Background: an optimization exercise with open tools, aiming at small area, a short achievable clock period and few clock cycles. Do not read the settings as production practice. RTL that was checked went through simulation tests only; none was proved equivalent to the original. The RTL of run 2 was laid out without a check of its function.

==> design/flow/design.v <==
module ysyx_22050058_mdu #(parameter MK = 4) (
    input  wire        clk,
    input  wire        rst,
    input  wire        start,
    input  wire [2:0]  f3_in,
    input  wire        w_in,
    input  wire [4:0]  rd_in,
    input  wire [63:0] a,
    input  wire [63:0] b,
    output wire        busy,
    output wire        accept,       
    output wire        ready,        
    output wire [4:0]  rd,
    output wire        xhold_sh,     
    input  wire        port_free,    
    input  wire        kill_in,      
    output reg         killed,
    output reg         sh_req,
    output reg         sh_rev,
    output reg  [5:0]  sh_amt,
    output reg         sh_lo_acc,
    output reg         sh_lo_q,
    output reg         sh_lo_dv,
    output reg         sh_hi_acc,
    output reg         sh_hi_sgn,
    output wire [64:0] acc_o,
    output wire [63:0] q_o,
    output wire [63:0] dv_o,
    input  wire [63:0] sh_out,
    output wire        wb,
    output wire [63:0] result
);
    localparam S_IDLE = 4'd0, S_MSTEP = 4'd1, S_MCOR = 4'd2, S_DNEG = 4'd3, S_DPRE = 4'd4,
               S_DSH = 4'd5, S_DSTEP = 4'd6, S_FIN = 4'd7, S_DONE = 4'd8, S_DCOR = 4'd9;
    reg [3:0]  st;
    reg [6:0]  cnt;      
    localparam ND = 64 / MK;           
    reg [5:0]  nst;      
    reg [64:0] acc;      
    reg [63:0] q;        
    reg [64:0] dv;       
    reg [2:0]  f3;
    reg        w;
    reg [4:0]  rd_r;
    reg        an_r, bn_r, bnz_r;
    reg        mneg_r;   
    reg        dpow;     
    function [63:0] below;
        input [63:0] v;
        integer k;
        begin
            below = {v[62:0], 1'b0};
            for (k = 1; k < 64; k = k * 2) below = below | (below << k);
        end
    endfunction
    function [63:0] above;
        input [63:0] v;
        integer k;
        begin
            above = {1'b0, v[63:1]};
            for (k = 1; k < 64; k = k * 2) above = above | (above >> k);
        end
    endfunction
    wire is_div = f3[2];
    wire ld_div = f3_in[2];
    wire sa = ld_div ? ~f3_in[0] : (f3_in[1:0] != 2'b11);
    wire sb = ld_div ? ~f3_in[0] : (f3_in[1:0] == 2'b00) | (f3_in[1:0] == 2'b01);
    wire [63:0] a1 = w_in ? {{32{sa & a[31]}}, a[31:0]} : a;
    wire [63:0] b1 = w_in ? {{32{sb & b[31]}}, b[31:0]} : b;
    wire        an = sa & a1[63];
    wire        bn = sb & b1[63];
    wire [63:0] dval;
    wire [63:0] ng_in = (st == S_FIN) ? dval : q;
    wire [63:0] ng    = ng_in ^ below(ng_in);
    function [6:0] ndig;
        input [63:0] v;
        input        sgn;
        reg [63:0] d;
        integer n;
        begin
            d = sgn ? {v[62:0] ^ {63{v[63]}}, 1'b0} : v;
            ndig = 7'd1;
            for (n = 1; n < ND; n = n + 1)
                if (d[n*MK +: MK] != {MK{1'b0}}) ndig = n + 1;
        end
    endfunction
    wire [6:0] nda  = ndig(a1, sa);
    wire [6:0] ndb  = ndig(b1, sb);
    wire       swap = (nda < ndb);                
    wire [6:0] ndm  = swap ? nda : ndb;
    wire       mneg = swap ? an : bn;
    wire [63:0] mc  = swap ? b1 : a1;
    wire        mcs = swap ? sb : sa;
    localparam MW = 65 + MK;
    reg [MW-1:0] cs_s, cs_c, cs_x, cs_t;
    integer j;
    always @(*) begin
        cs_s = {{MK{acc[64]}}, acc};
        cs_c = {MW{1'b0}};
        for (j = 0; j < MK; j = j + 1) begin
            cs_x = q[j] ? ({{MK{dv[64]}}, dv} << j) : {MW{1'b0}};
            cs_t = cs_s ^ cs_c ^ cs_x;
            cs_c = ((cs_s & cs_c) | (cs_s & cs_x) | (cs_c & cs_x)) << 1;
            cs_s = cs_t;
        end
    end
    wire          mstep = (st == S_MSTEP);
    wire          dadd  = acc[64] & ((st == S_DSTEP) | (st == S_DCOR));
    wire [MW-1:0] ad_a  = mstep ? cs_s : {{MK{acc[64]}}, acc};
    wire [MW-1:0] ad_b  = mstep ? cs_c : ({{MK{dv[64]}}, dv} ^ {MW{~dadd}});
    wire [MW-1:0] ms    = ad_a + ad_b + {{(MW-1){1'b0}}, ~mstep & ~dadd};
    function [6:0] clz;
        input [63:0] v;
        integer n;
        begin
            clz = 7'd64;
            for (n = 0; n < 64; n = n + 1)
                if (v[n]) clz = 7'd63 - n[6:0];
        end
    endfunction
    wire [6:0] clz_r  = clz(acc[63:0]);
    wire [6:0] clz_d  = clz(dv[63:0]);
    wire       d_zero = (dv[63:0] == 64'd0);
    wire       d_big  = (clz_d < clz_r);                  
    wire [6:0] nq     = clz_d - clz_r + 7'd1;            
    wire [63:0] dlow   = above(dv[63:0]);                  
    wire        d_pow2 = ~d_zero & ((dv[63:0] & dlow) == 64'd0);
    wire        t1n = ms[MW-1];                           
    wire mhi = (f3[1:0] != 2'b00);     
    assign acc_o = acc;
    assign q_o   = q;
    assign dv_o  = dv[63:0];
    wire d_rem   = f3[1];
    assign dval  = d_rem ? acc[63:0] : q;
    wire neg_res = d_rem ? an_r : ((an_r ^ bn_r) & bnz_r);
    assign result = w ? {{32{q[31]}}, q[31:0]} : q;
    assign busy   = (st != S_IDLE);
    assign accept = (st == S_IDLE) | (st == S_DONE);
    wire   load   = start & accept;
    assign ready  = (st == S_DONE);
    assign rd     = rd_r;
    assign wb     = (st == S_DONE) & (rd_r != 5'd0) & ~killed & port_free;
    assign xhold_sh = sh_req;
    wire m_last = (st == S_MSTEP) & (cnt == 7'd1);
    wire m_fin  = (m_last & ~mneg_r) | (st == S_MCOR);       
    wire d_sh   = (st == S_DPRE) & ~d_zero & ~d_big;         
    always @(posedge clk) begin
        if (m_fin) sh_amt <= 6'd0 - MK * (nst + 6'd1);         
        else       sh_amt <= d_pow2 ? 6'd63 - clz_d[5:0] : nq[5:0] - 6'd1;
    end
    always @(posedge clk) begin
        if (rst) begin
            st     <= S_IDLE;
            killed <= 1'b0;
            sh_req    <= 1'b0;
            sh_rev    <= 1'b0;
            sh_lo_acc <= 1'b0;
            sh_lo_q   <= 1'b0;
            sh_lo_dv  <= 1'b0;
            sh_hi_acc <= 1'b0;
            sh_hi_sgn <= 1'b0;
        end else begin
            sh_req    <= m_fin | d_sh;
            sh_rev    <= d_sh & ~d_pow2;
            sh_lo_acc <= (m_fin & mhi) | (d_sh & d_pow2);
            sh_lo_q   <= m_fin & ~mhi;
            sh_lo_dv  <= d_sh & ~d_pow2;
            sh_hi_acc <= m_fin & ~mhi;
            sh_hi_sgn <= m_fin & mhi;
            if (load) killed <= 1'b0;
            else if (kill_in) killed <= 1'b1;
            if (load) st <= ld_div ? ((an | bn) ? S_DNEG : S_DPRE) : S_MSTEP;
            else case (st)
                S_IDLE:  ;
                S_MSTEP: if (cnt == 7'd1) st <= mneg_r ? S_MCOR : S_FIN;
                S_MCOR:  st <= S_FIN;
                S_DNEG:  st <= S_DPRE;
                S_DPRE:  st <= (d_zero | d_big) ? S_FIN : S_DSH;
                S_DSH:   st <= dpow ? S_FIN : S_DSTEP;
                S_DSTEP: if (cnt == 7'd1) st <= t1n ? S_DCOR : S_FIN;
                S_DCOR:  st <= S_FIN;
                S_FIN:   st <= S_DONE;
                S_DONE:  if (port_free | killed | (rd_r == 5'd0)) st <= S_IDLE;
                default: st <= S_IDLE;
            endcase
        end
    end
    always @(posedge clk) begin
        if (load) begin
            f3    <= f3_in;
            w     <= w_in;
            rd_r  <= rd_in;
            an_r  <= an;
            bn_r  <= bn;
            bnz_r <= (b1 != 64'd0);
            if (ld_div) begin
                acc <= (an | bn) ? 65'd0 : {1'b0, a1};
                q   <= a1;
                dv  <= {1'b0, b1};
            end else begin
                acc    <= 65'd0;
                dv     <= {mcs & mc[63], mc};
                q      <= swap ? a1 : b1;
                mneg_r <= mneg;
                nst    <= ndm[5:0] - 6'd1;
                cnt    <= ndm;
            end
        end else case (st)
            S_MSTEP: begin
                acc <= ms[MW-1:MK];
                q   <= {ms[MK-1:0], q[63:MK]};
                cnt <= cnt - 7'd1;
            end
            S_MCOR: begin
                acc <= ms[64:0];
            end
            S_DNEG: begin
                acc <= {1'b0, an_r ? ng : q};
                if (bn_r) dv <= {1'b0, ms[63:0]};
            end
            S_DPRE: begin
                q    <= d_zero ? 64'hffff_ffff_ffff_ffff : 64'd0;
                dpow <= d_pow2;
                cnt  <= nq;
            end
            S_DSH: begin
                if (dpow) begin
                    q   <= sh_out;
                    acc <= {1'b0, acc[63:0] & dlow};
                end
                dv  <= {1'b0, sh_out};
            end
            S_FIN: begin
                q   <= is_div ? (neg_res ? ng : dval) : sh_out;
            end
            S_DSTEP: begin
                acc <= ms[64:0];
                q   <= {q[62:0], ~t1n};
                if (cnt != 7'd1) dv <= {1'b0, dv[64:1]};
                cnt <= cnt - 7'd1;
            end
            S_DCOR: begin
                acc <= ms[64:0];
            end
            default: ;
        endcase
    end
endmodule
module ysyx_22050058_regfile (
    input  wire        clk,
    input  wire        we,
    input  wire [4:0]  waddr,
    input  wire [63:0] wdata,
    input  wire [31:0] rsel1,
    output reg  [63:0] rdata1,
    input  wire [31:0] rsel2,
    output reg  [63:0] rdata2
);
    reg [63:0] gpr [1:31];
    integer i;
    always @(posedge clk) begin
        if (we && waddr != 5'd0)
            gpr[waddr] <= wdata;
    end
    always @(*) begin
        rdata1 = 64'd0;
        rdata2 = 64'd0;
        for (i = 1; i < 32; i = i + 1) begin
            rdata1 = rdata1 | ({64{rsel1[i]}} & gpr[i]);
            rdata2 = rdata2 | ({64{rsel2[i]}} & gpr[i]);
        end
    end
endmodule
module ysyx_22050058_ifu (
    input  wire [15:2] pc,
    input  wire [63:0] imem_rdata,
    input  wire        d_valid,
    input  wire [31:0] d_ir,
    input  wire [15:2] d_pc,
    input  wire        flip,      
    output wire [31:0] ir,
    output wire [15:2] next,
    output wire [15:2] alt,       
    output wire        take,
    output wire        hint,      
    output wire        jpred
);
    assign ir = pc[2] ? imem_rdata[63:32] : imem_rdata[31:0];
    wire is_jal  = ir[6:2] == 5'b11011;
    wire is_jalr = ir[6:2] == 5'b11001;
    wire is_br   = ir[6:2] == 5'b11000;
    wire [15:2] immb = {{4{ir[31]}}, ir[7], ir[30:25], ir[11:9]};
    wire [15:2] immj = {ir[15:12], ir[20], ir[30:22]};
    wire [15:2] seq  = pc + 14'd1;
    wire [15:2] tgtb = pc + immb;
    wire [15:2] tgtj = pc + immj;
    wire        d_auipc = d_ir[6:2] == 5'b00101;
    wire [15:0] tgtr = {d_pc, 2'b00} + {d_ir[15:12], 12'd0} + {{4{ir[31]}}, ir[31:20]};
    assign hint = ir[31] | ir[12];
    wire take_b = is_br & (hint ^ flip);
    assign take  = is_jal | take_b;
    assign jpred = is_jalr & d_valid & d_auipc & (d_ir[11:7] == ir[19:15]) & (d_ir[11:7] != 5'd0);
    assign next  = jpred ? tgtr[15:2] : is_jal ? tgtj : take_b ? tgtb : seq;
    assign alt   = (is_br & ~take_b) ? tgtb : seq;
endmodule
module ysyx_22050058_bht (
    input  wire        clk,
    input  wire        rst,
    input  wire [3:0]  ridx,
    output wire        flip,
    input  wire        upd,
    input  wire [3:0]  widx,
    input  wire        agree
);
    reg [1:0] cnt [0:15];
    integer i;
    always @(posedge clk) begin
        if (rst) begin
            for (i = 0; i < 16; i = i + 1) cnt[i] <= 2'b01;
        end else if (upd) begin
            if (agree) begin
                if (cnt[widx] != 2'b00) cnt[widx] <= cnt[widx] - 2'b01;
            end else begin
                if (cnt[widx] != 2'b11) cnt[widx] <= cnt[widx] + 2'b01;
            end
        end
    end
    assign flip = cnt[ridx][1];
endmodule
module ysyx_22050058_dec (
    input  wire [31:0] ir,
    output wire [4:0]  rd,
    output wire [4:0]  rs1,
    output wire [4:0]  rs2,
    output wire [2:0]  f3,
    output wire        wen,        
    output wire        md,
    output wire        use1,       
    output wire        use2,       
    output wire        sub,        
    output reg  [3:0]  res_sel,
    output wire        w,
    output wire        ld,
    output wire        st,
    output wire        br,
    output wire        jalr,
    output wire        ebreak,
    output wire        opa_zero,
    output wire        opa_pc,
    output wire        opb_rs2,
    output wire        mem,        
    output wire        shift,      
    output wire [63:0] imm
);
    localparam R_SUM = 4'd0, R_SLT = 4'd1, R_SLTU = 4'd2, R_XOR = 4'd3, R_OR = 4'd4,
               R_AND = 4'd5, R_SLL = 4'd6, R_SRL = 4'd7, R_SRA = 4'd8, R_LOAD = 4'd9,
               R_LINK = 4'd10;
    wire [4:0] op = ir[6:2];
    wire op_lui   = op == 5'b01101;
    wire op_auipc = op == 5'b00101;
    wire op_jal   = op == 5'b11011;
    wire op_jalr  = op == 5'b11001;
    wire op_br    = op == 5'b11000;
    wire op_ld    = op == 5'b00000;
    wire op_st    = op == 5'b01000;
    wire op_imm   = op == 5'b00100;
    wire op_imm32 = op == 5'b00110;
    wire op_reg   = op == 5'b01100;
    wire op_reg32 = op == 5'b01110;
    wire op_sys   = op == 5'b11100;
    assign rd  = ir[11:7];
    assign rs1 = ir[19:15];
    assign rs2 = ir[24:20];
    assign f3  = ir[14:12];
    assign md   = (op_reg | op_reg32) & ir[25];
    assign wen  = (op_lui | op_auipc | op_jal | op_jalr | op_ld | op_imm | op_imm32 |
                   op_reg | op_reg32) & ~md & (rd != 5'd0);
    assign use1 = ~(op_lui | op_auipc | op_jal);
    assign use2 = op_reg | op_reg32 | op_br | op_st;
    wire isub   = (op_reg | op_reg32) & ~ir[25] & ir[30] & (f3 == 3'b000);
    wire slt    = (op_reg & ~ir[25] | op_imm) & (f3[2:1] == 2'b01);
    assign sub  = isub | slt | op_br;
    assign w    = op_imm32 | op_reg32;
    assign ld   = op_ld;
    assign st   = op_st;
    assign br   = op_br;
    assign jalr = op_jalr;
    assign ebreak = op_sys;
    assign opa_zero = op_lui;
    assign opa_pc   = op_auipc;
    assign opb_rs2  = op_reg | op_reg32 | op_br | op_st;
    assign mem      = op_ld | op_st;
    assign shift    = (op_imm | op_imm32 | op_reg | op_reg32) & ~md & (f3[1:0] == 2'b01);
    assign imm = (op_lui | op_auipc) ? {{32{ir[31]}}, ir[31:12], 12'b0} :
                 op_st               ? {{52{ir[31]}}, ir[31:25], ir[11:7]} :
                                       {{52{ir[31]}}, ir[31:20]};
    always @(*) begin
        res_sel = R_SUM;
        if (op_jal | op_jalr)            res_sel = R_LINK;
        else if (op_ld)                  res_sel = R_LOAD;
        else if (op_imm | op_imm32 | op_reg | op_reg32) begin
            case (f3)
                3'b001: res_sel = R_SLL;
                3'b010: res_sel = R_SLT;
                3'b011: res_sel = R_SLTU;
                3'b100: res_sel = R_XOR;
                3'b101: res_sel = ir[30] ? R_SRA : R_SRL;
                3'b110: res_sel = R_OR;
                3'b111: res_sel = R_AND;
                default: res_sel = R_SUM;
            endcase
        end
    end
endmodule
module ysyx_22050058_opsel (
    input  wire [63:0] rf1,
    input  wire [63:0] rf2,
    input  wire [63:0] xres,
    input  wire        byp1,
    input  wire        byp2,
    input  wire [63:0] mdres,      
    input  wire        mbyp1,
    input  wire        mbyp2,
    input  wire        opa_zero,
    input  wire        opa_pc,
    input  wire [63:0] pcv,
    input  wire        opb_rs2,
    input  wire        mem,
    input  wire        sub,
    input  wire [2:0]  f3,
    input  wire [63:0] imm,
    output wire [63:0] opa,
    output wire [63:0] opb,
    output wire [7:0]  wmask       
);
    wire [63:0] inv = {64{sub}};
    wire [63:0] addr = rf1 + imm;
    assign wmask = (f3[1:0] == 2'b00) ? (8'h01 << addr[2:0]) :
                   (f3[1:0] == 2'b01) ? (8'h03 << addr[2:0]) :
                   (f3[1:0] == 2'b10) ? (8'h0f << addr[2:0]) : 8'hff;
    wire [63:0] r1 = mbyp1 ? mdres : rf1;
    wire [63:0] r2 = mbyp2 ? mdres : rf2;
    wire [63:0] opa_base = mem ? addr : opa_zero ? 64'd0 : opa_pc ? pcv : r1;
    wire [63:0] opb_base = (opb_rs2 ? r2 : imm) ^ inv;
    assign opa  = (byp1 & ~opa_zero & ~opa_pc & ~mem) ? xres : opa_base;
    assign opb  = (byp2 & opb_rs2) ? (xres ^ inv) : opb_base;
endmodule
module ysyx_22050058_alu (
    input  wire [63:0] opa,
    input  wire [63:0] opb,
    input  wire        cin,
    input  wire [3:0]  res_sel,
    input  wire        w,
    input  wire [2:0]  f3,
    input  wire [15:2] alt,
    input  wire        md_sh_req,
    input  wire        md_sh_rev,
    input  wire [5:0]  md_sh_amt,
    input  wire        md_lo_acc,
    input  wire        md_lo_q,
    input  wire        md_lo_dv,
    input  wire        md_hi_acc,
    input  wire        md_hi_sgn,
    input  wire [64:0] md_acc,
    input  wire [63:0] md_q,
    input  wire [63:0] md_dv,
    output wire [63:0] sum,
    output reg         br_cond,
    output wire [63:0] sh_res_o,
    output wire [63:0] alu_res
);
    localparam [47:0] PC_HI = 48'h0000_0000_8000;
    localparam R_SUM = 4'd0, R_SLT = 4'd1, R_SLTU = 4'd2, R_XOR = 4'd3, R_OR = 4'd4,
               R_AND = 4'd5, R_SLL = 4'd6, R_SRL = 4'd7, R_SRA = 4'd8, R_LOAD = 4'd9,
               R_LINK = 4'd10;
    wire [64:0] sum65 = {1'b0, opa} + {1'b0, opb} + {64'd0, cin};
    assign      sum   = sum65[63:0];
    wire        ltu   = ~sum65[64];
    wire        lts   = (opa[63] == opb[63]) ? opa[63] : sum[63];
    wire        eq    = &(opa ^ opb);
    always @(*) begin
        case (f3)
            3'b000: br_cond = eq;
            3'b001: br_cond = ~eq;
            3'b100: br_cond = lts;
            3'b101: br_cond = ~lts;
            3'b110: br_cond = ltu;
            default: br_cond = ~ltu;
        endcase
    end
    wire        own     = ~md_sh_req;
    wire        sh_sra  = (res_sel == R_SRA);
    wire        sh_rev  = md_sh_req ? md_sh_rev : (res_sel == R_SLL);
    wire        sh_sign = sh_sra & (w ? opa[31] : opa[63]);
    wire [63:0] sh_lo0  = ({64{own & ~w}} & opa) |
                          ({64{own & w}} & {{32{sh_sign}}, opa[31:0]}) |
                          ({64{md_lo_acc}} & md_acc[63:0]) |
                          ({64{md_lo_q}} & md_q) |
                          ({64{md_lo_dv}} & md_dv);
    wire [63:0] sh_hi   = ({64{own & sh_sign}}) |
                          ({64{md_hi_acc}} & md_acc[63:0]) |
                          ({64{md_hi_sgn & md_acc[64]}});
    wire [5:0]  sh_amt  = md_sh_req ? md_sh_amt : {opb[5] & ~w, opb[4:0]};
    reg  [63:0] sh_lo;
    integer i;
    always @(*) for (i = 0; i < 64; i = i + 1) sh_lo[i] = sh_rev ? sh_lo0[63-i] : sh_lo0[i];
    wire [127:0] sh_cat = {sh_hi, sh_lo} >> sh_amt;
    reg  [63:0] sh_res;
    always @(*) for (i = 0; i < 64; i = i + 1) sh_res[i] = sh_rev ? sh_cat[63-i] : sh_cat[i];
    assign sh_res_o = sh_res;
    wire        slt_bit = ((res_sel == R_SLT) & lts) | ((res_sel == R_SLTU) & ltu);
    reg [63:0] res;
    always @(*) begin
        case (res_sel)
            R_SUM:  res = sum;
            R_XOR:  res = opa ^ opb;
            R_OR:   res = opa | opb;
            R_AND:  res = opa & opb;
            R_SLL, R_SRL, R_SRA: res = sh_res;
            R_SLT, R_SLTU: res = 64'd0;
            default: res = {PC_HI, alt, 2'b00};
        endcase
    end
    wire [63:0] res_w = w ? {{32{res[31]}}, res[31:0]} : res;
    assign alu_res = {res_w[63:1], res_w[0] | slt_bit};
endmodule
module ysyx_22050058_lsu (
    input  wire [63:0] dmem_rdata,
    input  wire [2:0]  boff,
    input  wire [2:0]  f3,
    input  wire        is_ld,
    input  wire [63:0] alu_res,
    output wire [63:0] result
);
    wire [63:0] ldw = dmem_rdata >> {boff, 3'b000};
    reg  [63:0] ld_val;
    always @(*) begin
        case (f3)
            3'b000: ld_val = {{56{ldw[7]}},  ldw[7:0]};
            3'b001: ld_val = {{48{ldw[15]}}, ldw[15:0]};
            3'b010: ld_val = {{32{ldw[31]}}, ldw[31:0]};
            3'b100: ld_val = {56'd0, ldw[7:0]};
            3'b101: ld_val = {48'd0, ldw[15:0]};
            3'b110: ld_val = {32'd0, ldw[31:0]};
            default: ld_val = ldw;
        endcase
    end
    assign result = is_ld ? ld_val : alu_res;
endmodule
module ysyx_22050058_top(
    input   wire            clk,
    input   wire            rst,
    output  wire [63:0]     imem_addr,
    input   wire [63:0]     imem_rdata,
    output  wire            dmem_ren,
    output  wire [63:0]     dmem_raddr,
    input   wire [63:0]     dmem_rdata,
    output  wire            dmem_wen,
    output  wire [63:0]     dmem_waddr,
    output  wire [63:0]     dmem_wdata,
    output  wire [7:0]      dmem_wmask,
    output  wire            halt
);
    localparam [47:0] PC_HI = 48'h0000_0000_8000;
    reg  [15:2] pc_q;
    reg         d_valid;
    reg  [31:0] d_ir;
    reg  [15:2] d_pc;
    reg  [15:2] d_alt;       
    reg         d_pred;      
    reg         d_jpred;     
    reg  [31:0] d_rsel1, d_rsel2;    
    reg         d_hint;      
    reg  [3:0]  d_bidx;      
    reg         x_valid;
    reg  [63:0] x_opa, x_opb;      
    reg  [15:2] x_alt;
    reg  [4:0]  x_rd;
    reg         x_wen;
    reg  [3:0]  x_res;
    reg         x_w, x_sub, x_ld, x_st, x_br, x_pred, x_jalr, x_md, x_ebreak, x_sh;
    reg  [2:0]  x_f3;
    reg  [7:0]  x_wmask;
    reg         x_hint;
    reg  [3:0]  x_bidx;
    wire        x_stall;
    wire        x_redirect;
    wire [15:2] x_target;
    wire [63:0] x_result;
    wire [31:0] f_ir;
    wire [15:2] f_next, f_alt;
    wire        f_take, f_jpred, f_hint, f_flip;
    assign imem_addr = {PC_HI, pc_q, 2'b00};
    ysyx_22050058_ifu u_ifu (
        .pc(pc_q), .imem_rdata(imem_rdata),
        .d_valid(d_valid), .d_ir(d_ir), .d_pc(d_pc), .flip(f_flip),
        .ir(f_ir), .next(f_next), .alt(f_alt), .take(f_take), .hint(f_hint), .jpred(f_jpred)
    );
    wire [4:0]  d_rd, d_rs1, d_rs2;
    wire [2:0]  d_f3;
    wire        d_wen, d_md, d_use1, d_use2, d_sub, d_w, d_ld, d_st, d_br, d_jalr, d_ebreak;
    wire        d_opa_zero, d_opa_pc, d_opb_rs2, d_mem, d_shift;
    wire [3:0]  d_res;
    wire [63:0] d_imm;
    ysyx_22050058_dec u_dec (
        .ir(d_ir), .rd(d_rd), .rs1(d_rs1), .rs2(d_rs2), .f3(d_f3),
        .wen(d_wen), .md(d_md), .use1(d_use1), .use2(d_use2), .sub(d_sub),
        .res_sel(d_res), .w(d_w), .ld(d_ld), .st(d_st), .br(d_br), .jalr(d_jalr),
        .ebreak(d_ebreak), .opa_zero(d_opa_zero), .opa_pc(d_opa_pc),
        .opb_rs2(d_opb_rs2), .mem(d_mem), .shift(d_shift), .imm(d_imm)
    );
    wire [63:0] rf_rdata1, rf_rdata2;
    wire        md_busy, md_accept, md_ready, md_xh_sh, md_wb, md_kill;
    wire [4:0]  md_rd;
    wire [63:0] md_result;
    wire        rf_we = (x_valid & x_wen & ~x_stall) | md_wb;
    ysyx_22050058_regfile u_rf (
        .clk(clk),
        .we(rf_we), .waddr(md_wb ? md_rd : x_rd), .wdata(md_wb ? md_result : x_result),
        .rsel1(d_rsel1), .rdata1(rf_rdata1),
        .rsel2(d_rsel2), .rdata2(rf_rdata2)
    );
    wire byp1 = x_valid & x_wen & (x_rd == d_rs1);
    wire byp2 = x_valid & x_wen & (x_rd == d_rs2);
    wire [63:0] d_opa, d_opb;
    wire [7:0]  d_wmask;
    ysyx_22050058_opsel u_opsel (
        .rf1(rf_rdata1), .rf2(rf_rdata2), .xres(x_result), .byp1(byp1), .byp2(byp2),
        .mdres(md_result), .mbyp1(md_m1 & md_ready), .mbyp2(md_m2 & md_ready),
        .opa_zero(d_opa_zero), .opa_pc(d_opa_pc), .pcv({PC_HI, d_pc, 2'b00}),
        .opb_rs2(d_opb_rs2), .mem(d_mem), .sub(d_sub), .f3(d_f3), .imm(d_imm),
        .opa(d_opa), .opb(d_opb), .wmask(d_wmask)
    );
    wire x_wr_md = x_valid & x_wen & (x_rd == md_rd);      
    wire md_live = md_busy & ~md_kill & ~x_wr_md & (md_rd != 5'd0);
    wire md_m1   = md_live & (d_rs1 == md_rd);
    wire md_m2   = md_live & (d_rs2 == md_rd);
    wire hz_md   = (d_use1 & md_m1 & (~md_ready | d_mem)) | (d_use2 & md_m2 & ~md_ready);
    wire hz_x   = x_valid & x_md & (x_rd != 5'd0) &
                  ((d_use1 & (d_rs1 == x_rd)) | (d_use2 & (d_rs2 == x_rd)));
    wire hz_agu = d_mem & x_valid & x_wen & (x_rd == d_rs1);
    wire d_hold = d_valid & (hz_md | hz_x | hz_agu);
    always @(posedge clk) begin
        if (rst) begin
            pc_q    <= 14'd0;
            d_valid <= 1'b0;
            x_valid <= 1'b0;
        end else if (!x_stall) begin
            if (x_redirect) begin
                pc_q    <= x_target;
                d_valid <= 1'b0;
                x_valid <= 1'b0;
            end else if (d_hold) begin
                x_valid <= 1'b0;
            end else begin
                pc_q    <= f_next;
                d_valid <= 1'b1;
                x_valid <= d_valid;
            end
        end
    end
    always @(posedge clk) begin
        if (!x_stall && !d_hold) begin
            d_ir    <= f_ir;
            d_rsel1 <= 32'd1 << f_ir[19:15];
            d_rsel2 <= 32'd1 << f_ir[24:20];
            d_pc    <= pc_q;
            d_alt   <= f_alt;
            d_pred  <= f_take;
            d_jpred <= f_jpred;
            d_hint  <= f_hint;
            d_bidx  <= pc_q[5:2];
        end
    end
    always @(posedge clk) begin
        if (!x_stall) begin
            x_opa    <= d_opa;
            x_opb    <= d_opb;
            x_alt    <= d_alt;
            x_rd     <= d_rd;
            x_wen    <= d_wen;
            x_res    <= d_res;
            x_w      <= d_w;
            x_sub    <= d_sub;
            x_ld     <= d_ld;
            x_st     <= d_st;
            x_br     <= d_br;
            x_pred   <= d_pred;
            x_jalr   <= d_jalr & ~d_jpred;
            x_md     <= d_md;
            x_ebreak <= d_ebreak;
            x_f3     <= d_f3;
            x_wmask  <= d_wmask;
            x_sh     <= d_shift;
            x_hint   <= d_hint;
            x_bidx   <= d_bidx;
        end
    end
    wire        md_sh_req, md_sh_rev, md_lo_acc, md_lo_q, md_lo_dv, md_hi_acc, md_hi_sgn;
    wire [5:0]  md_sh_amt;
    wire [64:0] md_acc;
    wire [63:0] md_q, md_dv;
    wire [63:0] sum, sh_res, alu_res;
    wire        br_cond;
    ysyx_22050058_alu u_alu (
        .opa(x_opa), .opb(x_opb), .cin(x_sub), .res_sel(x_res), .w(x_w), .f3(x_f3),
        .alt(x_alt),
        .md_sh_req(md_sh_req), .md_sh_rev(md_sh_rev), .md_sh_amt(md_sh_amt),
        .md_lo_acc(md_lo_acc), .md_lo_q(md_lo_q), .md_lo_dv(md_lo_dv),
        .md_hi_acc(md_hi_acc), .md_hi_sgn(md_hi_sgn),
        .md_acc(md_acc), .md_q(md_q), .md_dv(md_dv),
        .sum(sum), .br_cond(br_cond), .sh_res_o(sh_res), .alu_res(alu_res)
    );
    assign x_redirect = x_valid & ((x_br & (br_cond ^ x_pred)) | x_jalr);
    ysyx_22050058_bht u_bht (
        .clk(clk), .rst(rst),
        .ridx(pc_q[5:2]), .flip(f_flip),
        .upd(x_valid & x_br & ~x_stall), .widx(x_bidx), .agree(br_cond == x_hint)
    );
    assign x_target   = x_jalr ? sum[15:2] : x_alt;
    ysyx_22050058_lsu u_lsu (
        .dmem_rdata(dmem_rdata), .boff(x_opa[2:0]), .f3(x_f3), .is_ld(x_ld),
        .alu_res(alu_res), .result(x_result)
    );
    ysyx_22050058_mdu u_mdu (
        .clk(clk), .rst(rst),
        .start(x_valid & x_md),
        .f3_in(x_f3), .w_in(x_w), .rd_in(x_rd),
        .a(x_opa), .b(x_opb),
        .busy(md_busy), .accept(md_accept), .ready(md_ready), .rd(md_rd), .xhold_sh(md_xh_sh), .port_free(~(x_valid & x_wen) | x_stall),
        .kill_in(x_wr_md & ~x_stall), .killed(md_kill),
        .sh_req(md_sh_req), .sh_rev(md_sh_rev), .sh_amt(md_sh_amt),
        .sh_lo_acc(md_lo_acc), .sh_lo_q(md_lo_q), .sh_lo_dv(md_lo_dv),
        .sh_hi_acc(md_hi_acc), .sh_hi_sgn(md_hi_sgn),
        .acc_o(md_acc), .q_o(md_q), .dv_o(md_dv), .sh_out(sh_res),
        .wb(md_wb), .result(md_result)
    );
    wire md_stall  = x_valid & md_xh_sh & x_sh;
    assign x_stall = (x_valid & ((x_md & ~md_accept) | x_ebreak)) | md_stall;
    assign dmem_ren   = x_valid & x_ld;
    assign dmem_raddr = x_opa;
    assign dmem_wen   = x_valid & x_st;
    assign dmem_waddr = x_opa;
    assign dmem_wdata = x_opb;
    assign dmem_wmask = x_wmask;
    assign halt = x_valid & x_ebreak;
endmodule
==> design/flow/flow/run.sh <==
#!/bin/bash
set -euo pipefail
bash standard.sh SETUP_SLACK_MARGIN=12 finish > standard_flow.log 2>&1
==> design/flow/standard.sh <==
#!/bin/bash
# synth_recipe.tcl (not shown) runs the flow's synth.tcl, then flattens the netlist and writes it again
# the make line also repeats each setting of config.mk as NAME=value (left out here)
make -C /OpenROAD-flow-scripts/flow DESIGN_CONFIG=/design/flow/config.mk WORK_HOME=/design/flow/orfs CLKGATE_MAP_FILE= SYNTH_SCRIPT=/design/flow/synth_recipe.tcl "${@:-finish}"
==> design/flow/config.mk <==
export PLATFORM = sky130hd
export DESIGN_NAME = ysyx_22050058_top
export DESIGN_NICKNAME = ysyx_22050058_top
export VERILOG_FILES = /design/flow/design.v
export SDC_FILE = /design/flow/constraint.sdc
export NUM_CORES = 8
export LEC_CHECK = 0
export CAP_MARGIN = 20
export CELL_PAD_IN_SITES_DETAIL_PLACEMENT = 0
export CELL_PAD_IN_SITES_GLOBAL_PLACEMENT = 0
export CORE_MARGIN = 2
export CORE_UTILIZATION = 35
export CTS_CLUSTER_DIAMETER = 60
export CTS_CLUSTER_SIZE = 20
export PLACE_DENSITY = 0.55
export SLEW_MARGIN = 20
export SYNTH_HIERARCHICAL = 1
export SYNTH_MINIMUM_KEEP_SIZE = 0
export TNS_END_PERCENT = 0
==> design/flow/constraint.sdc <==
create_clock -name core_clock -period 15.0 [get_ports {clk}]
set_input_delay 3.0000 -clock core_clock [delete_from_list [all_inputs] [get_ports {clk}]]
set_output_delay 3.0000 -clock core_clock [all_outputs]
set_load 0.01 [all_outputs]
==> results of run 1 <==
[what timing repair did]
action                      CTS  global route
cloned                       13             4
setup endpoints to repair  5212          5233
gates resized for setup     465           162
pin swaps                    94            84
buffers inserted            150            71
[layout make-up]
cell class / instances / area [um2] / area share, %
diodes: 60 / 150.1 / 0.07655
clock buffers: 254 / 6153 / 3.137
clock inverters: 198 / 2465 / 1.257
inverters: 598 / 2260 / 1.152
multi-input cells: 12265 / 88960 / 45.36
flip-flops and latches: 2568 / 76810 / 39.16
well taps: 6475 / 8102 / 4.131
repair buffers: 1258 / 11240 / 5.729
[sequential cells by signal, indices dropped and copies added (netlist names), 32 cells and up]
| signal | count |
|---|---|
| u_mdu.q | 64 |
| x_opa | 64 |
| u_mdu.acc | 65 |
| u_rf.gpr | 1984 |
| u_bht.cnt | 32 |
| u_mdu.dv | 65 |
| x_opb | 64 |
[layout by cell type (no fill, tap or decap), drive strengths merged, types with 60 or more instances in the layout]
cell type      count
a211oi           134
a21o             180
a21oi            905
a221o            113
a221oi           291
a222oi           170
a22o             181
a22oi           1633
a31oi            167
and2             182
and3              76
buf              907
clkbuf           258
clkdlybuf4s50    335
clkinv            76
conb             100
diode             60
edfxtp          2536
fa               208
ha               401
inv              685
mux2             174
mux2i            568
nand2           1451
nand2b           104
nand3            506
nand4            362
nor2            1155
nor2b             89
nor3             242
nor4             105
o211ai           151
o21ai            802
o221ai            76
o22ai            209
o31ai             69
or3               65
or4              161
xnor2            329
xor2             126
[critical path, delay by kind of cell, from the launching register on]
kind,cells,cell delay [ns]
AO/OA/AOI/OAI,10,4.13
AND/OR/NAND/NOR,4,0.76
multiplexers,1,0.48
flip-flops,1,0.42
buffers and inverters,2,0.38
[metrics by stage]
step / hold WS (ns) / area, um2 / worst slack, ns / cells / util, %
after global placement: 0.4031 / 182100 / 6.466 / 22913 / 37.15
after detailed placement: 0.4055 / 182100 / 6.543 / 22915 / 37.16
final: 0.4212 / 196100 / 8.413 / 23676 / 40.02
after CTS: 0.4203 / 194400 / 8.937 / 23530 / 39.67
after floorplan: 0.4003 / 172600 / 1.345 / 17090 / -
after global routing: 0.4270 / 196000 / 8.644 / 23631 / 40.00
[routing by layer]
metal | up-vias | track usage [%]
met2 | 12260 | 55.62
met3 | 3145 | 13.68
li1 | 65795 | -
met4 | 64 | 28.69
met1 | 81384 | 45.13
met5 | - | 0.4806
[how the worst min path moves through the flow]
stage,slack [ns],start,cells after the start,end
6_report,0.42,d_alt[7]$_DFFE_PP_,0,x_alt[7]$_DFFE_PN_
5_1_grt,0.43,d_alt[7]$_DFFE_PP_,0,x_alt[7]$_DFFE_PN_
2_1_floorplan,0.40,d_alt[10]$_DFFE_PP_,0,x_alt[10]$_DFFE_PN_
3_3_place_gp,0.40,d_hint$_DFFE_PP_,0,x_hint$_DFFE_PN_
3_5_place_dp,0.41,d_alt[14]$_DFFE_PP_,0,x_alt[14]$_DFFE_PN_
4_1_cts,0.42,d_hint$_DFFE_PP_,0,x_hint$_DFFE_PN_
==> flow_summary.yaml, run 1 <==
synth:
  netlist_instances: 16992
  yosysWarnings: 13
  synthesis.area_mm2: 0.1722
  avgSynthCellArea_um2: 10.13
routing:
  vias_per_cell: 6.870
  vias: 162648
  wl_met1_um: 350600
  wl_met3_um: 128600
  routed_wirelength_um: 985500
  drt_iter0_markers: 26292
  ant_nets: 0
  dr.pass1.iters: 10
  drcViolationCount: 0
  dr_wl_met2_um: 413500
  dr.max_layer_used: "met5"
  avgRoutedWirePerCell_um: 41.63
sta:
  setup_tns_ns: 0
  skew_ns: 0.09367
  max_slew_margin_pct: 5.792
  max_freq_mhz: 151.8
  finalSetupViolCount: 0
  slew_viol_final: 0
  rsz0062_at_grt: "yes"
  hold_violations: 0
  tightest_slew_ns: 1.398
  fin_crit_sh_pct: 43.92
  period_minus_slack_ns: 6.587
grt:
  groute.usage.overall_pct: 37.84
  grt_overflow: 0
  grt_start_max_net_pins: 110
  antenna_found_initial: 109
  grt_pass1_vias: 151209
  grt_pass1_wl_um: 1313000
layout:
  area_growth_pct: 13.91
  fillers: 48028
  drive_gt1_share_pct: 13.57
  num-nets-final: 17672
min_path:
  min-delay-path-class: "reg2reg"
clock_tree:
  clkSlewWorstSetupHoldPaths_ns: 0.09
  tritoncts: "yes"
  htreeDepth: 4
  cts_made_buffers: 242
  cts_hold_buf: 0
  clk_path_buf_depth: 4
  cts_root_buffer: "clkbuf_16"
  clkLatencyLatePin_ns: 1.05
  clock-sinks: 2568
worst_setup_path:
  reg2reg_from: "u_mdu.sh_lo_q$_SDFF_PP0_"
  setup.worst_path.end: "u_rf.gpr[20][29]$_DFFE_PP_"
  critPathRequiredTime_ns: 15.73
  cp_data_arrival_time_ns: 7.31
  ff2ff_path_depth: 17
  slowest_delay_ns: 1.17
  r2r_slack_ns: 8.41
  crit_path_start_kind: "register"
  cp-startpoint: "u_mdu.sh_lo_q$_SDFF_PP0_"
  cp_max_fo: 42
  path_class: "reg2reg"
  cpMaxStageDelayCell: "a222oi_1"
  crit_path_end_kind: "register"
  path_cells: "buf_12 > a222oi_1 > a21boi_4 > a32o_2 > buf_4 > o22ai_1 > a221oi_4 > a222oi_1 > and2_1 > a22oi_2 > o21ai_0 > nor2_1 > nor2_2 > a221o_1 > nor2_1 > a21oi_2 > mux2_4"
  r2r-end: "u_rf.gpr[20][29]$_DFFE_PP_"
job:
  maxCapViolations: 0
die:
  fp.dieW_um: 705.4
  ioPinCount: 397
  placeableCoreArea_mm2: 0.4901
  initial_core_util_pct: 35.14
  rows: 257
  die_y_um: 705.4
  dieArea_mm2: 0.4976
status:
  status: "timing/DRC/antenna clean"
place:
  post-dp-hpwl_um: 694100
  place_congestion: 1.070
  port_buffers: 342
Testbench counts, summed over its fixed seeds: cycles 148,123.
==> inputs of run 2 (changes only) <==
--- a/design/flow/design.v
+++ b/design/flow/design.v
@@ -94,9 +94,13 @@
     localparam MW = 65 + MK;
-    reg [MW-1:0] cs_s, cs_c, cs_x, cs_t;
+    reg [MW-1:0] cs_s, cs_c, cs_x, cs_t, cs_m;
     integer j;
     always @(*) begin
+        cs_m = {{MK{dv[64]}}, dv};
+        cs_x = q[0] ? cs_m : {MW{1'b0}};
+        cs_t = q[1] ? (cs_m << 1) : {MW{1'b0}};
         cs_s = {{MK{acc[64]}}, acc};
-        cs_c = {MW{1'b0}};
-        for (j = 0; j < MK; j = j + 1) begin
-            cs_x = q[j] ? ({{MK{dv[64]}}, dv} << j) : {MW{1'b0}};
+        cs_c = ((cs_s & cs_x) | (cs_s & cs_t) | (cs_x & cs_t)) << 1;
+        cs_s = cs_s ^ cs_x ^ cs_t;
+        for (j = 2; j < MK; j = j + 1) begin
+            cs_x = q[j] ? (cs_m << j) : {MW{1'b0}};
             cs_t = cs_s ^ cs_c ^ cs_x;
@@ -113,7 +117,19 @@
         input [63:0] v;
-        integer n;
+        reg [6:0] c [0:63];
+        reg       z [0:63];
+        integer lv, g;
         begin
-            clz = 7'd64;
-            for (n = 0; n < 64; n = n + 1)
-                if (v[n]) clz = 7'd63 - n[6:0];
+            for (g = 0; g < 64; g = g + 1) begin
+                z[g] = ~v[63-g];
+                c[g] = {6'd0, ~v[63-g]};
+            end
+            for (lv = 0; lv < 6; lv = lv + 1) begin
+                for (g = 0; g < 32; g = g + 1) begin
+                    if (g < (32 >> lv)) begin
+                        c[g] = z[2*g] ? ((7'd1 << lv) + c[2*g+1]) : c[2*g];
+                        z[g] = z[2*g] & z[2*g+1];
+                    end
+                end
+            end
+            clz = c[0];
         end
--- a/design/flow/config.mk
+++ b/design/flow/config.mk
@@ -8,4 +8,4 @@
 export CAP_MARGIN = 20
-export CELL_PAD_IN_SITES_DETAIL_PLACEMENT = 0
-export CELL_PAD_IN_SITES_GLOBAL_PLACEMENT = 0
+export CELL_PAD_IN_SITES_DETAIL_PLACEMENT = 1
+export CELL_PAD_IN_SITES_GLOBAL_PLACEMENT = 1
 export CORE_MARGIN = 2
==> run 2 against run 1 <==
  * Critical endpoint is now x_opb[5]$_DFFE_PN_
  * Largest cell class unchanged
  * Highest routed layer unchanged
  * Fmax is 4.4% higher
  * Synthesized cell count is 1.4% lower
  * Area after synthesis is 0.34% lower
  * Worst hold slack worse by 0.018 ns
  * First-iteration DRC count is 14% lower
  * Still clean
==> flow_summary.yaml, run 2 <==
sta:
  hold_slack_ns: 0.4035
  fin_crit_sh_pct: 42.08
  hold_violations: 0
  max_slew_margin_pct: 11.09
  setup_slack_ns: 8.688
  max_freq_mhz: 158.4
  period_minus_slack_ns: 6.312
  finalSetupViolCount: 0
  setup_tns_ns: 0
  skew_ns: 0.07966
  rsz0062_at_grt: "yes"
  tightest_slew_ns: 1.330
  slew_viol_final: 0
layout:
  fillers: 53211
  reg_top3: "u_rf.gpr: 1984 flops, u_mdu.acc: 65 flops, u_mdu.dv: 65 flops"
  num-nets-final: 17457
  multi_input_area_mm2: 0.08916
  largest_register_ffs: 1984
  top_register: "u_rf.gpr"
  drive_gt1_share_pct: 15.04
  regArea_mm2: 0.07681
  layout_common_cells: "edfxtp_1, a22oi_1, nand2_1"
  area_growth_pct: 15.55
  mostFrequentLayoutCell: "edfxtp_1"
routing:
  routed_wirelength_um: 1066000
  drt_iter0_markers: 22564
  dr.pass1.iters: 10
  vias_per_cell: 6.884
  vias: 162185
  drcViolationCount: 0
  ant_nets: 0
  avgRoutedWirePerCell_um: 45.25
clock_tree:
  cts_made_buffers: 283
  clkSlewWorstSetupHoldPaths_ns: 0.08
  htreeDepth: 5
  cts_hold_buf: 0
  clkLatencyLatePin_ns: 1.00
  tritoncts: "yes"
  clock-sinks: 2568
  cts_root_buffer: "clkbuf_16"
  clk_path_buf_depth: 4
synth:
  avgSynthCellArea_um2: 10.24
  netlist_instances: 16758
  yosysWarnings: 17
  synthesis.area_mm2: 0.1716
worst_setup_path:
  critPathRequiredTime_ns: 15.72
  cp_data_arrival_time_ns: 7.03
  cp_max_fo: 26
  crit_path_start_kind: "register"
  path_class: "reg2reg"
  crit_path_end_kind: "register"
place:
  place_ws_ns: 6.341
  post-dp-hpwl_um: 756300
  port_buffers: 342
  place_congestion: 1.049
grt:
  grt_overflow: 0
  grt_pass1_vias: 156769
  antenna_found_initial: 106
  groute.usage.overall_pct: 41.19
  grt_pass1_wl_um: 1411000
  grt_start_max_net_pins: 129
status:
  status: "timing/DRC/antenna clean"
die:
  die_y_um: 704.2
  fp.dieW_um: 704.2
  placeableCoreArea_mm2: 0.4891
  initial_core_util_pct: 35.08
  rows: 257
  ioPinCount: 397
  dieArea_mm2: 0.4959
job:
  maxCapViolations: 0
min_path:
  min-delay-path-class: "reg2reg"
-- run 2: repair_timing --
action	in CTS	in global routing
pin swaps	88	85
cloned	12	7
endpoints found under the setup margin	5106	5111
gates resized for setup	574	228
setup buffers	150	61
-- run 2: worst paths after layout --
path,startpoint,end,slack (ns),depth (start not counted)
hold reg to reg,d_alt[5]$_DFFE_PP_,x_alt[5]$_DFFE_PN_,0.40,0
hold / removal,d_alt[5]$_DFFE_PP_,x_alt[5]$_DFFE_PN_,0.40,0
setup / recovery,u_mdu.sh_lo_acc$_SDFF_PP0_,x_opb[5]$_DFFE_PN_,8.69,20
setup reg to reg,u_mdu.sh_lo_acc$_SDFF_PP0_,x_opb[5]$_DFFE_PN_,8.69,20
-- run 2: layout make-up --
type	instances	share of cell area (%)
timing repair buffer	1280	6.055
sequential	2568	38.74
clock inverter	223	1.367
antenna	69	0.08708
inverter	542	1.046
tap	6475	4.086
clock buffer	299	3.655
multi-input combinational	12105	44.96
-- run 2: metal layers --
metal | routed length (um) | up-vias | share of wire [%] | global-route usage (%)
met5 | 231 | - | 0.022 | 0
met4 | 103100 | 38 | 9.7 | 32.48
met3 | 99940 | 2824 | 9.4 | 8.706
met2 | 462300 | 10138 | 43 | 62.52
met1 | 400600 | 83884 | 38 | 50.96
li1 | - | 65301 | - | -
-- run 2: stage by stage --
stage                     utilization (%)  cell area, um2  cells
after floorplan                         -          172000  16856
final                               40.54          198300  23561
after detailed placement            37.21          182000  22738
after global placement              37.20          181900  22736
after global routing                40.52          198200  23520
after CTS                           40.14          196300  23422
-- run 2: worst max-delay path, stage by stage (launching register included) --
cell and delay [ns]:
dfxtp_2 0.45, buf_6 0.26, a222oi_1 0.92, o31ai_4 0.18, buf_12 0.21, mux2i_1 0.26
mux2i_1 0.31, mux2i_1 0.46, a211oi_1 0.20, a311oi_2 0.56, a221oi_4 0.19, nand2_1 0.16
nand2_4 0.20, a221oi_1 0.54, nor2_2 0.14, nor2_1 0.21, a21oi_1 0.11, nand2_1 0.10
o21ai_0 0.09, mux2i_1 0.30, xnor2_1 0.12
==> inputs of run 3 (changes only) <==
--- a/design/flow/design.v
+++ b/design/flow/design.v
@@ -331,2 +331,4 @@
     reg [1:0] cnt [0:15];
+    reg       upd_q, agree_q;
+    reg [3:0] widx_q;
     integer i;
@@ -334,8 +336,14 @@
         if (rst) begin
+            upd_q <= 1'b0;
             for (i = 0; i < 16; i = i + 1) cnt[i] <= 2'b01;
-        end else if (upd) begin
-            if (agree) begin
-                if (cnt[widx] != 2'b00) cnt[widx] <= cnt[widx] - 2'b01;
-            end else begin
-                if (cnt[widx] != 2'b11) cnt[widx] <= cnt[widx] + 2'b01;
+        end else begin
+            upd_q   <= upd;
+            agree_q <= agree;
+            widx_q  <= widx;
+            if (upd_q) begin
+                if (agree_q) begin
+                    if (cnt[widx_q] != 2'b00) cnt[widx_q] <= cnt[widx_q] - 2'b01;
+                end else begin
+                    if (cnt[widx_q] != 2'b11) cnt[widx_q] <= cnt[widx_q] + 2'b01;
+                end
             end
==> run 3 against run 2 <==
  * Synthesized cell count about the same
  * Highest routed layer unchanged
  * Critical path depth decreased by 2
  * Largest cell class unchanged
  * Register-to-register slack improved by 0.07 ns
  * Fmax increased by 1.0%
==> flow_summary.yaml, run 3 <==
worst_setup_path:
  reg2reg_from: "x_w$_DFFE_PN_"
  cp_max_fo: 50
  crit_path_start_kind: "register"
  crit_path_end_kind: "register"
  path_class: "reg2reg"
  critPathRequiredTime_ns: 15.71
  cp_data_arrival_time_ns: 6.96
  cp-startpoint: "x_w$_DFFE_PN_"
sta:
  setup_tns_ns: 0
  skew_ns: 0.08223
  tightest_slew_ns: 1.325
  period_minus_slack_ns: 6.247
  slew_viol_final: 0
  rsz0062_at_grt: "yes"
  max_slew_margin_pct: 11.60
  fin_crit_sh_pct: 41.65
  hold_violations: 0
  finalSetupViolCount: 0
  setup_slack_ns: 8.753
  max_freq_mhz: 160.1
place:
  port_buffers: 342
  place_congestion: 1.082
  post-dp-hpwl_um: 731400
  placed_cells: 22727
  place_ws_ns: 6.460
die:
  fp.dieW_um: 704.7
  dieArea_mm2: 0.4966
  initial_core_util_pct: 35.11
  rows: 257
  ioPinCount: 397
  placeableCoreArea_mm2: 0.4894
  die_y_um: 704.7
grt:
  grt_start_max_net_pins: 124
  grt_overflow: 0
  grt_pass1_wl_um: 1392000
  antenna_found_initial: 94
  grt_pass1_vias: 157403
  groute.usage.overall_pct: 40.42
routing:
  ant_nets: 0
  dr.pass1.iters: 9
  drt_iter0_markers: 22164
  routed_wirelength_um: 1048000
  avgRoutedWirePerCell_um: 44.51
  vias: 162322
  drcViolationCount: 0
  vias_per_cell: 6.894
clock_tree:
  clock-sinks: 2578
  clkSlewWorstSetupHoldPaths_ns: 0.07
  cts_made_buffers: 284
  htreeDepth: 5
  cts_root_buffer: "clkbuf_16"
  clkLatencyLatePin_ns: 1.01
  cts_hold_buf: 0
  tritoncts: "yes"
  clk_path_buf_depth: 4
synth:
  yosysWarnings: 17
  synthesis.area_mm2: 0.1718
  netlist_instances: 16765
  avgSynthCellArea_um2: 10.25
status:
  status: "timing/DRC/antenna clean"
layout:
  num-nets-final: 17453
  post-route-util_pct: 40.43
  area_growth_pct: 15.14
  largest_register_ffs: 1984
  mostFrequentLayoutCell: "edfxtp_1"
  layout_common_cells: "edfxtp_1, a22oi_1, nand2_1"
  fillers: 53431
  reg_top3: "u_rf.gpr: 1984 flops, u_mdu.acc: 65 flops, u_mdu.dv: 65 flops"
  stdcell_count: 23546
  top_register: "u_rf.gpr"
  drive_gt1_share_pct: 14.67
job:
  maxCapViolations: 0
min_path:
  min-delay-path-class: "reg2reg"
  hp-start: "d_alt[14]$_DFFE_PP_"
-- run 3: changes by cell type in the layout (fill, tap and decap cells not counted), moves of 12 or more --
| cell | change |
|---|---|
| a31oi_1 | +17 |
| buf_12 | -20 |
| inv_8 | -18 |
| o21ai_1 | -12 |
| nor2_1 | +22 |
| clkinv_8 | -14 |
| a221o_1 | +17 |
| buf_8 | -12 |
-- run 3: path summary, 6_finish.rpt --
kind                         endpoint  slack [ns]  cells after the start
max          u_rf.gpr[9][1]$_DFFE_PP_        8.75                     18
min               x_alt[14]$_DFFE_PN_        0.38                      0
max reg2reg  u_rf.gpr[9][1]$_DFFE_PP_        8.75                     18
min reg2reg       x_alt[14]$_DFFE_PN_        0.38                      0
-- run 3: final cells by class --
type / instances / area, um2 / area share, %
Clock buffer: 315 / 7412 / 3.746
Tap cell: 6475 / 8102 / 4.095
Multi-Input combinational cell: 12104 / 88850 / 44.91
Sequential cell: 2578 / 77060 / 38.95
Inverter: 542 / 2049 / 1.036
Clock inverter: 207 / 2496 / 1.262
Timing Repair Buffer: 1266 / 11730 / 5.931
Antenna cell: 59 / 147.6 / 0.07462
-- run 3: worst max-delay path, cell delays in order, from the launching register on --
cell      delay [ns]
edfxtp_1        0.35
clkbuf_8        0.34
buf_16          0.34
nand3b_2        0.31
o22ai_2         0.18
clkbuf_8        0.34
o32ai_2         0.13
buf_4           0.24
o21ai_2         0.30
o22ai_1         0.19
nor4_4          0.43
nand2_1         0.17
o21ai_1         0.39
o21ai_2         0.24
a21oi_4         0.52
a221o_1         0.37
nor2_1          0.10
a21oi_1         0.34
mux2_4          0.51
-- run 3: repair_timing --
item                                    4_1_cts  5_1_grt
pin swaps                                   113       62
resized for setup                           629      113
setup buffers                               170       40
cloned                                       16        8
endpoints found under the setup margin     5124     5130
-- run 3: metal layers --
layer  vias to the layer above  track usage, %  share of wire [%]  wire, um
li1                      65222               -                  -         -
met4                        58           30.35                9.1     95450
met2                     10565           60.90                 43    449600
met3                      2916           10.19                 10    105900
met5                         -               0              0.038       397
met1                     83561           49.94                 38    396800
-- run 3: per-stage QoR --
step,area [um2],hold WS (ns)
floorplan,172200,0.4003
global placement,181900,0.4016
detailed placement,181900,0.4052
CTS,196600,0.3728
global route,197700,0.3960
finish,197900,0.3819
Testbench counts of run 3, summed over its fixed seeds: cycles 148,103.
==> inputs of run 4 (changes only) <==
--- a/design/flow/design.v
+++ b/design/flow/design.v
@@ -195,3 +195,3 @@
                 S_DSH:   st <= dpow ? S_FIN : S_DSTEP;
-                S_DSTEP: if (cnt == 7'd1) st <= t1n ? S_DCOR : S_FIN;
+                S_DSTEP: if (cnt == 7'd1) st <= S_DCOR;
                 S_DCOR:  st <= S_FIN;
@@ -258,3 +258,3 @@
             S_DCOR: begin
-                acc <= ms[64:0];
+                if (acc[64]) acc <= ms[64:0];       
             end
==> run 4 against run 3 <==
  * Area after synthesis is essentially flat
  * First-iteration DRC count grew 5.6%
  * Setup slack gained 0.042 ns
  * Highest routed layer unchanged
  * Critical endpoint is now x_opb[9]$_DFFE_PN_
  * Worst hold slack gained 0.025 ns
==> flow_summary.yaml, run 4 <==
status:
  status: "timing/DRC/antenna clean"
grt:
  antenna_found_initial: 117
  grt_pass1_vias: 158630
  grt_start_max_net_pins: 125
  grt_pass1_wl_um: 1416000
  groute.usage.overall_pct: 41.27
  grt_overflow: 0
layout:
  post-route-util_pct: 40.86
  num-nets-final: 17579
  area_growth_pct: 16.36
  top_register: "u_rf.gpr"
  mostFrequentLayoutCell: "edfxtp_1"
  reg_top3: "u_rf.gpr: 1984 flops, u_mdu.acc: 65 flops, u_mdu.dv: 65 flops"
  drive_gt1_share_pct: 15.61
  layout_common_cells: "edfxtp_1, a22oi_1, nand2_1"
  largest_register_ffs: 1984
  stdcell_count: 23654
sta:
  setup_tns_ns: 0
  max_freq_mhz: 161.2
  slew_viol_final: 0
  skew_ns: 0.09497
  fin_crit_sh_pct: 41.37
  period_minus_slack_ns: 6.205
  rsz0062_at_grt: "yes"
  finalSetupViolCount: 0
  tightest_slew_ns: 1.353
  hold_violations: 0
  max_slew_margin_pct: 9.376
synth:
  avgSynthCellArea_um2: 10.22
  netlist_instances: 16812
  yosysWarnings: 17
  synthesis.area_mm2: 0.1718
worst_setup_path:
  cp_max_fo: 22
  r2r_slack_ns: 8.79
  crit_path_start_kind: "register"
  critPathRequiredTime_ns: 15.70
  ff2ff_path_depth: 19
  r2r-end: "x_opb[9]$_DFFE_PN_"
  crit_path_end_kind: "register"
  cp_data_arrival_time_ns: 6.90
  path_class: "reg2reg"
  setup.worst_path.end: "x_opb[9]$_DFFE_PN_"
  reg2reg_from: "x_res[3]$_DFFE_PN_"
  cp-startpoint: "x_res[3]$_DFFE_PN_"
clock_tree:
  htreeDepth: 5
  clk_path_buf_depth: 4
  clkSlewWorstSetupHoldPaths_ns: 0.07
  cts_root_buffer: "clkbuf_16"
  cts_hold_buf: 0
  tritoncts: "yes"
  clkLatencyLatePin_ns: 1.02
  clock-sinks: 2578
  cts_made_buffers: 296
routing:
  drt_iter0_markers: 23415
  drcViolationCount: 0
  ant_nets: 0
  routed_wirelength_um: 1069000
  avgRoutedWirePerCell_um: 45.19
  dr.pass1.iters: 9
  vias: 163196
  vias_per_cell: 6.899
min_path:
  min-delay-path-class: "reg2reg"
place:
  place_congestion: 1.132
  placed_cells: 22752
  post-dp-hpwl_um: 738400
  port_buffers: 342
die:
  die_y_um: 704.7
  placeableCoreArea_mm2: 0.4894
  ioPinCount: 397
  rows: 257
  fp.dieW_um: 704.7
  initial_core_util_pct: 35.11
  dieArea_mm2: 0.4966
job:
  maxCapViolations: 0
run 4: layout make-up:
class                           count  area (um2)
Fill cell                       53170      289500
Multi-Input combinational cell  12125       89320
Sequential cell                  2578       77060
Timing Repair Buffer             1341       12810
Tap cell                         6475        8102
Clock buffer                      317        7645
Clock inverter                    223        2783
Inverter                          560        2146
Antenna cell                       35       87.58
run 4: worst max-delay path, cell delays in order, from the launching register on:
cell	delay, ns
edfxtp_1	0.52
nand4bb_2	0.66
o22ai_4	0.37
buf_6	0.32
o32ai_2	0.13
buf_4	0.25
o21ai_2	0.35
mux2i_1	0.21
o22ai_4	0.47
a22oi_2	0.14
buf_4	0.19
a221oi_4	0.43
a21o_4	0.35
a221oi_1	0.14
nor2_1	0.40
o22a_1	0.33
nand2_1	0.07
o21ai_0	0.18
mux2i_1	0.21
xnor2_1	0.16
run 4: how the worst min path moves through the flow:
stage                             start             endpoint  cells after the start
floorplan           d_alt[10]$_DFFE_PP_  x_alt[10]$_DFFE_PN_                      0
CTS                    d_hint$_DFFE_PP_     x_hint$_DFFE_PN_                      0
global route           d_hint$_DFFE_PP_     x_hint$_DFFE_PN_                      0
finish                 d_hint$_DFFE_PP_     x_hint$_DFFE_PN_                      0
detailed placement     d_hint$_DFFE_PP_     x_hint$_DFFE_PN_                      0
global placement       d_pred$_DFFE_PP_     x_pred$_DFFE_PN_                      0
run 4: metal layers:
layer | routed length, um | GRT usage, %
met1 | 392900 | 49.59
met2 | 465500 | 63.25
met3 | 110600 | 11.08
met4 | 99490 | 31.15
met5 | 307 | 0
run 4: stage by stage:
step                      setup slack, ns  hold WS (ns)  area [um2]
final                               8.795        0.4069      200000
after detailed placement            6.454        0.4062      182200
after floorplan                     1.337        0.4003      172200
after global placement              6.489        0.4025      182100
after CTS                           9.134        0.4077      198000
after global routing                8.951        0.4217      199900
run 4: timing repair:
item | in CTS | in global routing
setup buffers | 213 | 90
gates cloned | 11 | 6
endpoints found under the setup margin | 5070 | 5101
hold endpoints to repair | 0 | 0
resized for setup | 681 | 170
pin swaps | 117 | 85
Testbench counts of run 4, summed over its fixed seeds: cycles 148,266.

==> afterwards: timing with drivers on the ports <==
How much do the figures lean on ideal ports? The routed layouts below were timed once more, with nothing changed but the port constraints. Step 1, drivers: a clkbuf_16 drives clk and a buf_2 each remaining input, both assumed. Step 2 times the ports against the registers' clock, not the clock port: input delays grow and output delays shrink by t, the midpoint of the rising clock arrivals with the driver on. a / b / c = no drivers / after step 1 / after step 2; a / b = the first two.
run | t (ns) | setup WS [ns] | slew at the worst register clock pin (ns) | pins driven straight from the clock port
run 1 | 1.127 | 8.413 / 8.413 / 7.636 | 0.09 / 0.09 | 1
run 2 | 1.082 | 8.688 / 8.688 / 7.905 | 0.09 / 0.09 | 1
run 3 | 1.099 | 8.753 / 8.753 / 8.020 | 0.08 / 0.08 | 1
run 4 | 1.096 | 8.795 / 8.795 / 8.057 | 0.08 / 0.08 | 1
After both steps setup and hold are still met in every run listed. For run 2, which loses most, drivers alone change the setup slack by 0.000 ns; drivers and shift together by -0.783 ns.
